This design comes from an exercise in tuning for small area, a short achievable clock period and few clock cycles per item on the open sky130 flow, not from production work. RTL that was checked went through simulation tests only; none was proved equivalent to the original.

==> 08-17 <==
==> flow/design.v <==
`timescale 1ns / 1ps
module ALU_16bit (
    input              clk,
    input              rst,
    input              start,
    input       [3:0]  op,
    input  signed [15:0] A,
    input  signed [15:0] B,
    output reg signed [15:0] Z_low,
    output reg signed [15:0] Z_high,
    output reg         valid
);
    reg        s_mul;      
    reg        s_norm;     
    reg        s_iter;     
    reg        s_fixq;     
    reg        s_fixr;     
    reg  [3:0] cnt;
    wire idle   = ~(s_mul | s_norm | s_iter | s_fixq | s_fixr);
    wire go     = start & idle;
    wire op_mul = (op == 4'b0010);
    wire op_div = (op == 4'b0011);
    wire sign_a = A[15];
    wire sign_b = B[15];
    wire sign_q = A[15] ^ B[15];
    function [4:0] clz16;
        input [15:0] x;
        integer i;
        reg found;
        begin
            clz16 = 5'd16;
            found = 1'b0;
            for (i = 15; i >= 0; i = i - 1)
                if (!found && x[i]) begin
                    clz16 = 15 - i;
                    found = 1'b1;
                end
        end
    endfunction
    wire [4:0] ca = clz16(A ^ {16{sign_a}});
    wire [4:0] cb = clz16(B ^ {16{sign_b}});
    wire signed [6:0] k_est = 7'sd15 - $signed({2'b00, cb}) + $signed({2'b00, ca}) - $signed({6'b0, sign_a});
    wire div_zero    = (B == 16'd0);
    wire div_trivial = (k_est > 7'sd15);           
    wire [3:0] k_ld  = k_est[6] ? 4'd0 : k_est[3:0];
    wire [16:0] a_ext = {A, 1'b0};
    wire [2:0]  trip  = s_mul ? a_ext[{cnt[2:0], 1'b0} +: 3] : {A[1:0], 1'b0};
    wire b_one  = (trip == 3'b001) | (trip == 3'b010) | (trip == 3'b101) | (trip == 3'b110);
    wire b_two  = (trip == 3'b011) | (trip == 3'b100);
    wire b_neg  = trip[2] & ~(trip == 3'b111);
    wire [17:0] b_ext  = {{2{B[15]}}, B};
    wire [17:0] b_ext2 = {B[15], B, 1'b0};
    reg  [17:0] ax;        
    reg  [17:0] by;        
    reg         inv_y;
    reg         cin;
    wire [15:0] r_sh = {Z_high[14:0], Z_low[15]};    
    always @(*) begin
        ax    = {{2{A[15]}}, A};
        by    = b_ext;
        inv_y = 1'b0;
        cin   = 1'b0;
        if (s_mul | (idle & op_mul)) begin
            ax    = s_mul ? {{2{Z_high[15]}}, Z_high} : 18'd0;
            by    = b_two ? b_ext2 : (b_one ? b_ext : 18'd0);
            inv_y = b_neg;
            cin   = b_neg;
        end else if (s_iter) begin
            ax    = {2'b00, r_sh};
            by    = b_ext;
            inv_y = ~sign_b;            
            cin   = ~sign_b;
        end else if (s_fixq) begin
            ax    = {2'b11, ~Z_low};
            by    = 18'd0;
            cin   = 1'b1;
        end else if (s_fixr) begin
            ax    = {2'b11, ~Z_high};
            by    = 18'd0;
            cin   = 1'b1;
        end else if (op_div) begin
            ax    = {{2{A[15]}}, A} ^ {18{sign_a}};    
            by    = 18'd0;
            cin   = sign_a;
        end else begin
            inv_y = op[0] | op[2];
            cin   = op[0] | op[2];
        end
    end
    wire [17:0] sum = ax + (by ^ {18{inv_y}}) + {17'd0, cin};
    wire [3:0]  s_amt  = B[3:0];
    wire        right  = op[0];            
    wire [3:0]  r_amt  = s_norm ? cnt : (right ? (4'd0 - s_amt) : s_amt);
    wire [15:0] r_in   = s_norm ? Z_low : A;
    wire [31:0] r_dbl  = {r_in, r_in} << r_amt;
    wire [15:0] rot    = r_dbl[31:16];
    wire [15:0] hmask  = 16'hFFFF << r_amt;           
    wire [15:0] shr_m  = 16'hFFFF >> s_amt;
    wire        lt  = sum[17];
    wire        eq  = (A == B);
    reg  [15:0] res;
    always @(*) begin
        case (op)
            4'b0000, 4'b0001: res = sum[15:0];
            4'b0100: res = lt ? 16'hFFFF : {15'd0, ~eq};
            4'b0101: res = ~(A & B);
            4'b0110: res = A & B;
            4'b0111: res = ~(A | B);
            4'b1000: res = A | B;
            4'b1001: res = A ^ B;
            4'b1010: res = rot & hmask;
            4'b1011: res = rot & shr_m;
            default: res = rot;           
        endcase
    end
    wire        take = ~sum[17];                           
    always @(posedge clk or negedge rst) begin
        if (!rst) begin
            valid  <= 1'b0;
            s_mul  <= 1'b0;
            s_norm <= 1'b0;
            s_iter <= 1'b0;
            s_fixq <= 1'b0;
            s_fixr <= 1'b0;
            cnt    <= 4'd0;
        end else begin
            valid  <= 1'b0;
            if (go) begin
                if (op_mul) begin
                    s_mul <= 1'b1;
                    cnt   <= 4'd1;
                end else if (op_div) begin
                    if (div_zero | div_trivial) begin
                        valid <= 1'b1;
                    end else begin
                        s_norm <= 1'b1;
                        cnt    <= k_ld;
                    end
                end else begin
                    valid <= 1'b1;
                end
            end
            if (s_mul) begin
                cnt <= cnt + 4'd1;
                if (cnt == 4'd7) begin
                    s_mul <= 1'b0;
                    valid <= 1'b1;
                end
            end
            if (s_norm) begin
                s_norm <= 1'b0;
                s_iter <= 1'b1;
                cnt    <= ~cnt;
            end
            if (s_iter) begin
                cnt <= cnt - 4'd1;
                if (cnt == 4'd0) begin
                    s_iter <= 1'b0;
                    if (sign_q)
                        s_fixq <= 1'b1;
                    else if (sign_a)
                        s_fixr <= 1'b1;
                    else
                        valid <= 1'b1;
                end
            end
            if (s_fixq) begin
                s_fixq <= 1'b0;
                if (sign_a)
                    s_fixr <= 1'b1;
                else
                    valid <= 1'b1;
            end
            if (s_fixr) begin
                s_fixr <= 1'b0;
                valid  <= 1'b1;
            end
        end
    end
    always @(posedge clk) begin
        if (s_mul | (go & op_mul)) begin
            Z_high <= sum[17:2];
            Z_low  <= {sum[1:0], Z_low[15:2]};
        end else if (s_norm) begin
            Z_high <= rot & ~hmask;
            Z_low  <= rot & hmask;
        end else if (s_iter) begin
            Z_high <= take ? sum[15:0] : r_sh;
            Z_low  <= {Z_low[14:0], take};
        end else if (s_fixq) begin
            Z_low  <= sum[15:0];
        end else if (s_fixr) begin
            Z_high <= sum[15:0];
        end else if (op_div) begin
            Z_high <= A;
            Z_low  <= div_zero ? 16'hFFFF : (div_trivial ? 16'd0 : sum[15:0]);
        end else begin
            Z_high <= (op[3:1] == 3'b000) ? {16{sum[15]}} : 16'd0;
            Z_low  <= res;
        end
    end
endmodule
==> flow/run.sh <==
#!/bin/bash
# synth_recipe.tcl (not shown) runs the flow's synth.tcl, then flattens the netlist and writes it again
# the make line also repeats each setting of config.mk as NAME=value (left out here)
make -C /OpenROAD-flow-scripts/flow DESIGN_CONFIG=/design/flow/config.mk WORK_HOME=/design/flow/orfs CLKGATE_MAP_FILE= SYNTH_SCRIPT=/design/flow/synth_recipe.tcl finish
==> flow/config.mk <==
export PLATFORM = sky130hd
export DESIGN_NAME = ALU_16bit
export DESIGN_NICKNAME = ALU_16bit
export VERILOG_FILES = /design/flow/design.v
export SDC_FILE = /design/flow/constraint.sdc
export NUM_CORES = 4
export LEC_CHECK = 0
export CAP_MARGIN = 20
export CORE_MARGIN = 2
export CORE_UTILIZATION = 40
export SLEW_MARGIN = 20
==> flow/constraint.sdc <==
create_clock -name core_clock -period 6.0 [get_ports {clk}]
set_input_delay 1.2000 -clock core_clock [delete_from_list [all_inputs] [get_ports {clk}]]
set_output_delay 1.2000 -clock core_clock [all_outputs]
set_load 0.01 [all_outputs]
==> inputs of 02-25, as changes to 08-17 <==
==> flow/design.v, changed modules only <==
module ALU_16bit (
    input              clk,
    input              rst,
    input              start,
    input       [3:0]  op,
    input  signed [15:0] A,
    input  signed [15:0] B,
    output reg signed [15:0] Z_low,
    output reg signed [15:0] Z_high,
    output reg         valid
);
    reg        s_mul;      
    reg        s_norm;     
    reg        s_iter;     
    reg        s_fix;      
    reg  [3:0] cnt;
    reg        d_one, d_two, d_neg;    
    wire idle   = ~(s_mul | s_norm | s_iter | s_fix);
    wire go     = start & idle;
    wire op_mul = (op == 4'b0010);
    wire op_div = (op == 4'b0011);
    wire sign_a = A[15];
    wire sign_b = B[15];
    wire sign_q = A[15] ^ B[15];
    function [4:0] clz16;
        input [15:0] x;
        integer i;
        reg found;
        begin
            clz16 = 5'd16;
            found = 1'b0;
            for (i = 15; i >= 0; i = i - 1)
                if (!found && x[i]) begin
                    clz16 = 15 - i;
                    found = 1'b1;
                end
        end
    endfunction
    wire [4:0] ca = clz16(A ^ {16{sign_a}});
    wire [4:0] cb = clz16(B ^ {16{sign_b}});
    wire signed [6:0] k_est = 7'sd15 - $signed({2'b00, cb}) + $signed({2'b00, ca}) - $signed({6'b0, sign_a});
    wire div_zero    = (B == 16'd0);
    wire div_trivial = (k_est > 7'sd15);           
    wire [3:0] k_ld  = k_est[6] ? 4'd0 : k_est[3:0];
    wire [16:0] a_ext  = {A, 1'b0};
    wire [2:0]  nxt_i  = go ? 3'd1 : (cnt[2:0] + 3'd1);
    wire [2:0]  trip_n = a_ext[{nxt_i, 1'b0} +: 3];
    wire n_one = trip_n[1] ^ trip_n[0];
    wire n_two = (trip_n == 3'b011) | (trip_n == 3'b100);
    wire n_neg = trip_n[2] & ~(trip_n[1] & trip_n[0]);
    wire b_one = s_mul ? d_one : A[0];
    wire b_two = s_mul ? d_two : (A[1] & ~A[0]);
    wire b_neg = s_mul ? d_neg : A[1];
    wire [15:0] r_sh = {Z_high[14:0], Z_low[15]};        
    wire        fix_neg = s_fix & sign_a;
    wire [17:0] it_x = s_iter ? {2'b00, r_sh}
                     : s_mul  ? {{2{Z_high[15]}}, Z_high}
                     : s_fix  ? ({2'b00, Z_high} ^ {18{fix_neg}})
                     : 18'd0;
    wire        dv   = s_iter;
    wire [17:0] it_y0 = ({18{dv | b_one}} & {{2{B[15]}}, B})
                      | ({18{~dv & b_two}} & {B[15], B, 1'b0});
    wire        it_inv = dv ? ~sign_b : b_neg;
    wire        it_use = dv | s_mul | ~s_fix;
    wire [17:0] it_y = (it_y0 & {18{it_use}}) ^ {18{it_inv & it_use}};
    wire        it_c = (it_inv & it_use) | fix_neg;
    wire [18:0] it_s = {it_x, 1'b1} + {it_y, it_c};
    wire [17:0] it_sum = it_s[18:1];
    wire [15:0] negq = ~Z_low + 16'd1;
    wire        sub  = op[0] | op[2];              
    wire [17:0] ad_s = {A[15], A, 1'b1} + ({B[15], B, sub} ^ {{17{sub}}, 1'b0});
    wire [16:0] add  = ad_s[17:1];
    wire        right  = op[0];                    
    wire [15:0] abs_lo = sign_a ? negq : Z_low;
    wire [15:0] r_in   = s_norm ? abs_lo : (right ? {A[14:0], A[15]} : A);
    wire [3:0]  r_amt  = s_norm ? cnt : (B[3:0] ^ {4{right}});
    wire [31:0] r_dbl  = {r_in, r_in} << r_amt;
    wire [15:0] rot    = r_dbl[31:16];
    wire [15:0] hmask  = 16'hFFFF << r_amt;        
    wire [15:0] shr_m  = 16'hFFFF >> B[3:0];
    wire        lt  = add[16];
    wire        eq  = (A == B);
    reg  [15:0] res;
    always @(*) begin
        case (op)
            4'b0000, 4'b0001: res = add[15:0];
            4'b0100: res = lt ? 16'hFFFF : {15'd0, ~eq};
            4'b0101: res = ~(A & B);
            4'b0110: res = A & B;
            4'b0111: res = ~(A | B);
            4'b1000: res = A | B;
            4'b1001: res = A ^ B;
            4'b1010: res = rot & hmask;
            4'b1011: res = rot & shr_m;
            default: res = rot;           
        endcase
    end
    wire take = ~it_sum[17];              
    always @(posedge clk or negedge rst) begin
        if (!rst) begin
            valid  <= 1'b0;
            s_mul  <= 1'b0;
            s_norm <= 1'b0;
            s_iter <= 1'b0;
            s_fix  <= 1'b0;
            cnt    <= 4'd0;
            d_one  <= 1'b0;
            d_two  <= 1'b0;
            d_neg  <= 1'b0;
        end else begin
            valid <= 1'b0;
            d_one <= n_one;
            d_two <= n_two;
            d_neg <= n_neg;
            if (go) begin
                if (op_mul) begin
                    s_mul <= 1'b1;
                    cnt   <= 4'd1;
                end else if (op_div) begin
                    if (div_zero | div_trivial) begin
                        valid <= 1'b1;
                    end else begin
                        s_norm <= 1'b1;
                        cnt    <= k_ld;
                    end
                end else begin
                    valid <= 1'b1;
                end
            end
            if (s_mul) begin
                cnt <= cnt + 4'd1;
                if (cnt[2:0] == 3'd7) begin
                    s_mul <= 1'b0;
                    valid <= 1'b1;
                end
            end
            if (s_norm) begin
                s_norm <= 1'b0;
                s_iter <= 1'b1;
                cnt    <= ~cnt;
            end
            if (s_iter) begin
                cnt <= cnt - 4'd1;
                if (cnt == 4'd0) begin
                    s_iter <= 1'b0;
                    if (sign_q | sign_a)
                        s_fix <= 1'b1;
                    else
                        valid <= 1'b1;
                end
            end
            if (s_fix) begin
                s_fix <= 1'b0;
                valid <= 1'b1;
            end
        end
    end
    always @(posedge clk) begin
        if (s_mul | (idle & op_mul)) begin
            Z_high <= it_sum[17:2];
            Z_low  <= {it_sum[1:0], Z_low[15:2]};
        end else if (s_norm) begin
            Z_high <= rot & ~hmask;
            Z_low  <= rot & hmask;
        end else if (s_iter) begin
            Z_high <= take ? it_sum[15:0] : r_sh;
            Z_low  <= {Z_low[14:0], take};
        end else if (s_fix) begin
            Z_high <= it_sum[15:0];
            Z_low  <= sign_q ? negq : Z_low;
        end else if (op_div) begin
            Z_high <= A;
            Z_low  <= div_zero ? 16'hFFFF : (div_trivial ? 16'd0 : A);
        end else begin
            Z_high <= (op[3:1] == 3'b000) ? {16{add[15]}} : 16'd0;
            Z_low  <= res;
        end
    end
endmodule
ABC_AREA = 1   (was not set)
==> reports/metrics.yaml <==
worst_setup_path:
  cp_top_family: "compound AO/OA/AOI/OAI gates"
  arrival_ns: 5.96
global_routing:
  grt_use_total_pct: 41.50
floorplan:
  die_h_um: 160.6
  core-area_um2: 24180
  rows: 57
outcome:
  status: "finished clean"
placed_design:
  place.gp.congestion: 1.049
cells_and_area:
  nets: 1694
  drive_gt1_share_pct: 20.49
  buf_share_pct: 20.84
logic_synthesis:
  synth_fa_ha_area_share_pct: 9.867
worst_hold_path:
  min_to: "Z_low[2]$_DFFE_PP_"
# the run above: 08-17

==> reports/metrics.yaml <==
global_routing:
  grt_use_total_pct: 33.49
  grt_pass1_wl_mm: 73.14
logic_synthesis:
  synth_fa_ha_area_share_pct: 10.43
worst_setup_path:
  cp_top_family: "simple AND/OR/NAND/NOR gates"
cells_and_area:
  buf_share_pct: 9.128
  nets: 1998
  drive_gt1_share_pct: 9.193
cts:
  clk_pin_slew_ns: 0.08
timing:
  fin_crit_sh_pct: 92.69
  maxSlewViolCount: 0
worst_hold_path:
  min_to: "cnt[1]$_DFFE_PN0P_"
floorplan:
  rows: 60
  die_h_um: 169.0
outcome:
  status: "finished clean"
placed_design:
  place.gp.congestion: 1.037
# the run above: 02-25

No functional check of the RTL was part of any run of this note.

==> inputs of wip/nickel <==
Another version of the RTL of ALU_16bit (not shown whole).
==> flow/config.mk <==
export PLATFORM = sky130hd
export DESIGN_NAME = ALU_16bit
export DESIGN_NICKNAME = ALU_16bit
export VERILOG_FILES = /design/flow/design.v
export SDC_FILE = /design/flow/constraint.sdc
export NUM_CORES = 4
export LEC_CHECK = 0
export ABC_AREA = 1
export CAP_MARGIN = 20
export CORE_MARGIN = 2
export CORE_UTILIZATION = 55
export PLACE_DENSITY = 0.7
export SETUP_SLACK_MARGIN = 1.0
export SLEW_MARGIN = 20
==> flow/constraint.sdc <==
create_clock -name core_clock -period 6.0 [get_ports {clk}]
set_input_delay 1.2000 -clock core_clock [delete_from_list [all_inputs] [get_ports {clk}]]
set_output_delay 1.2000 -clock core_clock [all_outputs]
set_load 0.01 [all_outputs]
standard.sh (not shown) runs the stock make flow with config.mk's settings and CLKGATE_MAP_FILE= SYNTH_SCRIPT=/design/flow/synth_recipe.tcl, a recipe that flattens the netlist after the stock synthesis.
==> flow/flow/run.sh <==
#!/bin/bash
# The standard layout, except that the ports are buffered with buf_2 cells
# instead of the default delay-type buffer.  Each tool's output is in
# standard.log (make) and orfs/logs/.
export BUFFER_PORTS_ARGS="-buffer_cell sky130_fd_sc_hd__buf_2"
bash standard.sh > standard.log 2>&1
==> wip/quartz: changes against wip/nickel <==
==> flow/design.v (replaced) <==
`timescale 1ns / 1ps
module BkCarry #(parameter WIDTH = 17, parameter LOGW = 5) (
    input  [WIDTH-1:0] p,
    input  [WIDTH-1:0] g,
    input              ci,
    output [WIDTH-1:0] co
);
    integer i, j;
    reg [WIDTH-1:0] pp, gg;
    always @* begin
        pp = p;
        gg = g;
        gg[0] = g[0] | (p[0] & ci);
        for (i = 1; i <= LOGW; i = i + 1) begin
            for (j = 2**i - 1; j < WIDTH; j = j + 2**i) begin
                gg[j] = gg[j] | (pp[j] & gg[j - 2**(i-1)]);
                pp[j] = pp[j] & pp[j - 2**(i-1)];
            end
        end
        for (i = LOGW; i > 0; i = i - 1) begin
            for (j = 2**i + 2**(i-1) - 1; j < WIDTH; j = j + 2**i) begin
                gg[j] = gg[j] | (pp[j] & gg[j - 2**(i-1)]);
                pp[j] = pp[j] & pp[j - 2**(i-1)];
            end
        end
    end
    assign co = gg;
endmodule
`timescale 1ns / 1ps
module Lzc16 (
    input  [15:0] x,
    output [3:0]  n
);
    wire       z3 = ~|x[15:8];
    wire [7:0] y8 = z3 ? x[7:0] : x[15:8];
    wire       z2 = ~|y8[7:4];
    wire [3:0] y4 = z2 ? y8[3:0] : y8[7:4];
    wire       z1 = ~|y4[3:2];
    wire [1:0] y2 = z1 ? y4[1:0] : y4[3:2];
    wire       z0 = ~y2[1];
    assign n = {z3, z2, z1, z0};
endmodule
module PrefixOr16 (
    input  [15:0] x,
    output [15:0] y
);
    wire [15:0] l1 = x  | {x[14:0], 1'b0};
    wire [15:0] l2 = l1 | {l1[13:0], 2'b0};
    wire [15:0] l3 = l2 | {l2[11:0], 4'b0};
    assign y       = l3 | {l3[7:0], 8'b0};
endmodule
`timescale 1ns / 1ps
module ALU_16bit (
    input              clk,
    input              rst,
    input              start,
    input       [3:0]  op,
    input  signed [15:0] A,
    input  signed [15:0] B,
    output reg signed [15:0] Z_low,
    output     signed [15:0] Z_high,
    output reg         valid
);
    reg  [15:0] zh_r;
    reg         zh_ext;
    assign Z_high = zh_r | {16{zh_ext & Z_low[15]}};
    reg        s_mul;      
    reg        s_norm;     
    reg        s_iter;     
    reg        s_fix;      
    reg  [3:0] cnt;
    reg        d_one, d_two, d_neg;    
    reg        f_one, f_two, f_neg;    
    reg  [3:0] ca_r;       
    reg        npw_r;      
    wire idle   = ~(s_mul | s_norm | s_iter | s_fix);
    wire go     = start & idle;
    wire op_mul = (op == 4'b0010);
    wire op_div = (op == 4'b0011);
    wire sign_a = A[15];
    wire sign_b = B[15];
    wire sign_q = A[15] ^ B[15];
    reg  sa_r, sb_r, sq_r;
    wire dz     = ~|B;
    wire [15:0] xa = {A[14:0] ^ {15{sign_a}}, 1'b1};
    wire [15:0] xb = {B[14:0] ^ {15{sign_b}}, 1'b1};
    wire [3:0]  ca1, cb1;
    Lzc16 lza (.x(xa), .n(ca1));
    Lzc16 lzb (.x(xb), .n(cb1));
    wire        npw   = sign_a & ~|({A[14:0], 1'b0} & ~A);
    wire [5:0]  u_k   = {2'b00, cnt} - {2'b00, ca_r} + {5'd0, npw_r};    
    wire        triv  = u_k[5] | dz;                   
    wire        t_zero = A[15] & ~A[14] & (&B);
    wire [3:0]  u_ld  = u_k[3:0] | {4{t_zero}};        
    wire [16:0] a_ext  = {A, 1'b0};
    wire [1:0]  nxt_j  = s_mul ? {1'b1, ~cnt[1]} : 2'd1;
    wire [2:0]  trp_lo = a_ext[{nxt_j, 2'b00} +: 3];
    wire [2:0]  trp_hi = a_ext[{nxt_j, 2'b10} +: 3];
    wire n_one = trp_lo[1] ^ trp_lo[0];
    wire n_two = (trp_lo == 3'b011) | (trp_lo == 3'b100);
    wire n_neg = trp_lo[2] & ~(trp_lo[1] & trp_lo[0]);
    wire m_one = trp_hi[1] ^ trp_hi[0];
    wire m_two = (trp_hi == 3'b011) | (trp_hi == 3'b100);
    wire m_neg = trp_hi[2] & ~(trp_hi[1] & trp_hi[0]);
    wire        r_neg  = zh_r[15];                  
    wire        fix_sb = r_neg & sq_r;
    wire [19:0] ax = ({20{s_mul}}  & {{4{zh_r[15]}}, zh_r})
                   | ({20{s_iter}} & {{3{zh_r[15]}}, zh_r, Z_low[15]})
                   | ({20{s_fix}}  & ({{4{zh_r[15]}}, zh_r} ^ {20{sa_r}}))
                   | ({20{idle & A[1]}} & {{3{B[15]}}, B, 1'b0});
    wire e1   = (s_mul & d_one) | s_iter | (s_fix & r_neg) | (idle & A[0]);
    wire e2   = s_mul & d_two;
    wire inv  = (s_mul & d_neg) | (s_iter & ~(sb_r ^ r_neg)) | (s_fix & fix_sb);
    wire h1   = (s_mul & f_one) | (idle & A[2]);
    wire h2   = (s_mul & f_two) | (idle & A[3] & ~A[2]);
    wire hinv = (s_mul & f_neg) | (idle & A[3]);
    wire        mul_any = s_mul | idle;
    wire [17:0] by18 = (({18{e1}} & {{2{B[15]}}, B}) | ({18{e2}} & {B[15], B, 1'b0})) ^ {18{inv}};
    wire [19:0] by  = {{2{by18[17]}}, by18};
    wire [17:0] hy  = ((({18{h1}} & {{2{B[15]}}, B}) | ({18{h2}} & {B[15], B, 1'b0})) ^ {18{hinv}});
    wire [19:0] ty  = mul_any ? {hy, hinv, inv} : 20'd0;
    wire [19:0] cs_s = ax ^ by ^ ty;
    wire [19:0] cs_c = {(ax[18:0] & by[18:0]) | (ax[18:0] & ty[18:0]) | (by[18:0] & ty[18:0]),
                        (mul_any & hinv) | (s_fix & fix_sb)};
    wire        a_ci = mul_any ? hinv : (s_iter ? inv : sa_r);
    wire [20:0] s21 = {cs_s, 1'b1} + {cs_c, a_ci};
    wire [19:0] sum = s21[20:1];
    wire        sub  = op[0] | op[2];              
    wire [16:0] ae   = {A[15], A};
    wire [16:0] be   = {B[15], B} ^ {17{sub}};
    wire [16:0] ap   = ae ^ be;
    wire [16:0] ag   = ae & be;
    wire [16:0] aco;
    BkCarry #(.WIDTH(17), .LOGW(5)) acy (.p(ap), .g(ag), .ci(sub), .co(aco));
    wire [16:0] add  = ap ^ {aco[15:0], sub};
    wire        cn_on = s_norm ? sa_r : sq_r;        
    wire [15:0] zl_or;                                
    PrefixOr16 zpo (.x(Z_low), .y(zl_or));
    wire [15:0] zl_cn = Z_low ^ ({zl_or[14:0], 1'b0} & {16{cn_on}});
    wire        right  = op[0];                    
    wire [15:0] r_in   = s_norm ? zl_cn : A;
    wire [3:0]  s_neg  = 4'd0 - B[3:0];
    wire [3:0]  r_amt  = s_norm ? ~u_ld : (right ? s_neg : B[3:0]);
    wire [31:0] r_dbl  = {r_in, r_in} << r_amt;
    wire [15:0] rot    = r_dbl[31:16];
    wire [15:0] hmask  = 16'hFFFF << r_amt;        
    wire [15:0] shr_m  = 16'hFFFF >> B[3:0];
    wire        lt  = add[16];
    wire        eq  = &ap[15:0];
    wire        op_cmp = (op == 4'b0100);
    wire        op_log = (op[3:2] == 2'b01 & op[1:0] != 2'b00) | (op[3:1] == 3'b100);   
    wire        op_shl = (op == 4'b1010);
    wire        op_shr = (op == 4'b1011);
    wire        op_rot = (op[3:1] == 3'b110);
    wire        op_sum = (op[3:1] == 3'b000);                                          
    wire        g_t11 = (op == 4'b0110) | (op == 4'b1000);                      
    wire        g_t01 = (op == 4'b0101) | (op == 4'b1000) | (op == 4'b1001);   
    wire        g_t00 = (op == 4'b0101) | (op == 4'b0111);                      
    reg  [15:0] logic_r;
    integer li;
    always @(*)
        for (li = 0; li < 16; li = li + 1)
            logic_r[li] = A[li] ? (B[li] ? g_t11 : g_t01) : (B[li] ? g_t01 : g_t00);
    wire [15:0] sh_m  = ({16{op_shl}} & hmask) | ({16{op_shr}} & shr_m) | {16{op_rot}};
    wire [15:0] res   = ({16{op_sum}} & add[15:0])
                      | ({16{op_div}} & A)
                      | ({16{op_log}} & logic_r)
                      | (sh_m & rot)
                      | {{15{op_cmp & lt}}, op_cmp & (lt | ~eq)};
    wire take = ~sum[19];                 
    wire sel_mul  = s_mul | (idle & op_mul);
    wire sel_norm = s_norm;
    wire sel_iter = s_iter;
    wire sel_fix  = s_fix;
    wire sel_idle = idle & ~op_mul;
    always @(posedge clk or negedge rst) begin
        if (!rst) begin
            valid  <= 1'b0;
            s_mul  <= 1'b0;
            s_norm <= 1'b0;
            s_iter <= 1'b0;
            s_fix  <= 1'b0;
            cnt    <= 4'd0;
        end else begin
            valid <= 1'b0;
            if (go) begin
                if (op_mul) begin
                    s_mul <= 1'b1;
                    cnt   <= 4'd2;
                end else if (op_div) begin
                    s_norm <= 1'b1;
                    cnt    <= cb1;
                end else begin
                    valid <= 1'b1;
                end
            end
            if (s_mul) begin
                cnt <= cnt - 4'd1;
                if (cnt[1:0] == 2'd0) begin
                    s_mul <= 1'b0;
                    valid <= 1'b1;
                end
            end
            if (s_norm) begin
                s_norm <= 1'b0;
                cnt    <= u_ld;
                if (triv)
                    valid  <= 1'b1;
                else
                    s_iter <= 1'b1;
            end
            if (s_iter) begin
                cnt <= cnt - 4'd1;
                if (cnt[3:0] == 4'd0) begin
                    s_iter <= 1'b0;
                    if (sq_r | sa_r | ~take)
                        s_fix <= 1'b1;
                    else
                        valid <= 1'b1;
                end
            end
            if (s_fix) begin
                s_fix <= 1'b0;
                valid <= 1'b1;
            end
        end
    end
    always @(posedge clk) begin
        d_one <= n_one;
        d_two <= n_two;
        d_neg <= n_neg;
        f_one <= m_one;
        f_two <= m_two;
        f_neg <= m_neg;
        ca_r  <= ca1;
        npw_r <= npw;
        sa_r  <= sign_a;
        sb_r  <= sign_b;
        sq_r  <= sign_q;
        zh_r   <= ({16{sel_mul}}  & sum[19:4])
                | ({16{sel_norm}} & (triv ? A : (rot & ~hmask)))
                | ({16{sel_iter | sel_fix}} & sum[15:0])
                | ({16{sel_idle & op_div}} & A);
        zh_ext <= sel_idle & op_sum;
        Z_low  <= ({16{sel_mul}}  & {sum[3:0], Z_low[15:4]})
                | ({16{sel_norm}} & (triv ? {16{dz}} : (rot & hmask)))
                | ({16{sel_iter}} & {Z_low[14:0], take})
                | ({16{sel_fix}}  & zl_cn)
                | ({16{sel_idle}} & res);
    end
endmodule
CORE_UTILIZATION = 40   (was 55)
PLACE_DENSITY = default   (was 0.7)
SETUP_SLACK_MARGIN = 1.3   (was 1.0)
==> summary.txt <==
Max transition margin: wip/quartz 0.2891; wip/nickel 0.3004
Cell area after synthesis: wip/quartz 10,540 sq um; wip/nickel 10,910 sq um
Fraction of standard cell area in multi-input logic: wip/quartz 0.7186; wip/nickel 0.7352
Required time of the critical path: wip/quartz 6.21 ns; wip/nickel 6.26 ns
Share of layout cells above drive strength 1: wip/quartz 0.1154; wip/nickel 0.1269
Outcome: wip/quartz timing/DRC/antenna clean; wip/nickel timing/DRC/antenna clean
Fin Clk Skew: wip/quartz 0.01504 ns; wip/nickel 0.01387 ns
Sequential share of cell area: wip/quartz 0.1034; wip/nickel 0.08631
CLK BUF: wip/quartz 5; wip/nickel 6
Die Span Y: wip/quartz 166.3 um; wip/nickel 144.9 um
Mux share of post-synthesis cell area: wip/quartz 0.001068; wip/nickel 0.001032
Number of buffer and inverter stages on the critical path: wip/quartz 2; wip/nickel 4
Maximum number of pins on one net before global-route repair: wip/quartz 36; wip/nickel 46
Testbench counts of wip/nickel, summed over its fixed seeds: cycles 37,038, items 24,000.
Only the layout flow was run in wip/quartz; the RTL was not checked for function there.

[afterwards: timing with drivers on the ports]
In the flow no input, the clock included, has a driving cell. The finished layouts below were timed again as built, in two steps. Step 1 (the two cells are an assumption about what drives the block):
set clk [get_ports {clk}]
set_driving_cell -lib_cell sky130_fd_sc_hd__clkbuf_16 $clk
set_driving_cell -lib_cell sky130_fd_sc_hd__buf_2 [delete_from_list [all_inputs] $clk]
Step 2 times the ports against the registers' clock, not the clock port: input delays grow and output delays shrink by t, the midpoint of the rising clock arrivals with the driver on. Slacks: ideal / step 1 / step 2; pairs: ideal / step 1.
| run | t (ns) | slack for setup (ns) | worst register clock-pin slew, ns |
|---|---|---|---|
| 08-17 | 0.354 | 0.104 / 0.125 / -0.230 | 0.08 / 0.08 |
| 02-25 | 0.347 | 0.439 / 0.465 / 0.119 | 0.08 / 0.08 |
| wip/nickel | 0.359 | 1.051 / 1.075 / 0.716 | 0.09 / 0.09 |
| wip/quartz | 0.371 | 1.426 / 1.426 / 1.102 | 0.09 / 0.09 |
Met with ideal ports but missed after step 2: setup timing in 08-17. The setup slack of wip/nickel, which loses most, moves by +0.024 ns with the drivers and by -0.335 ns with both steps.
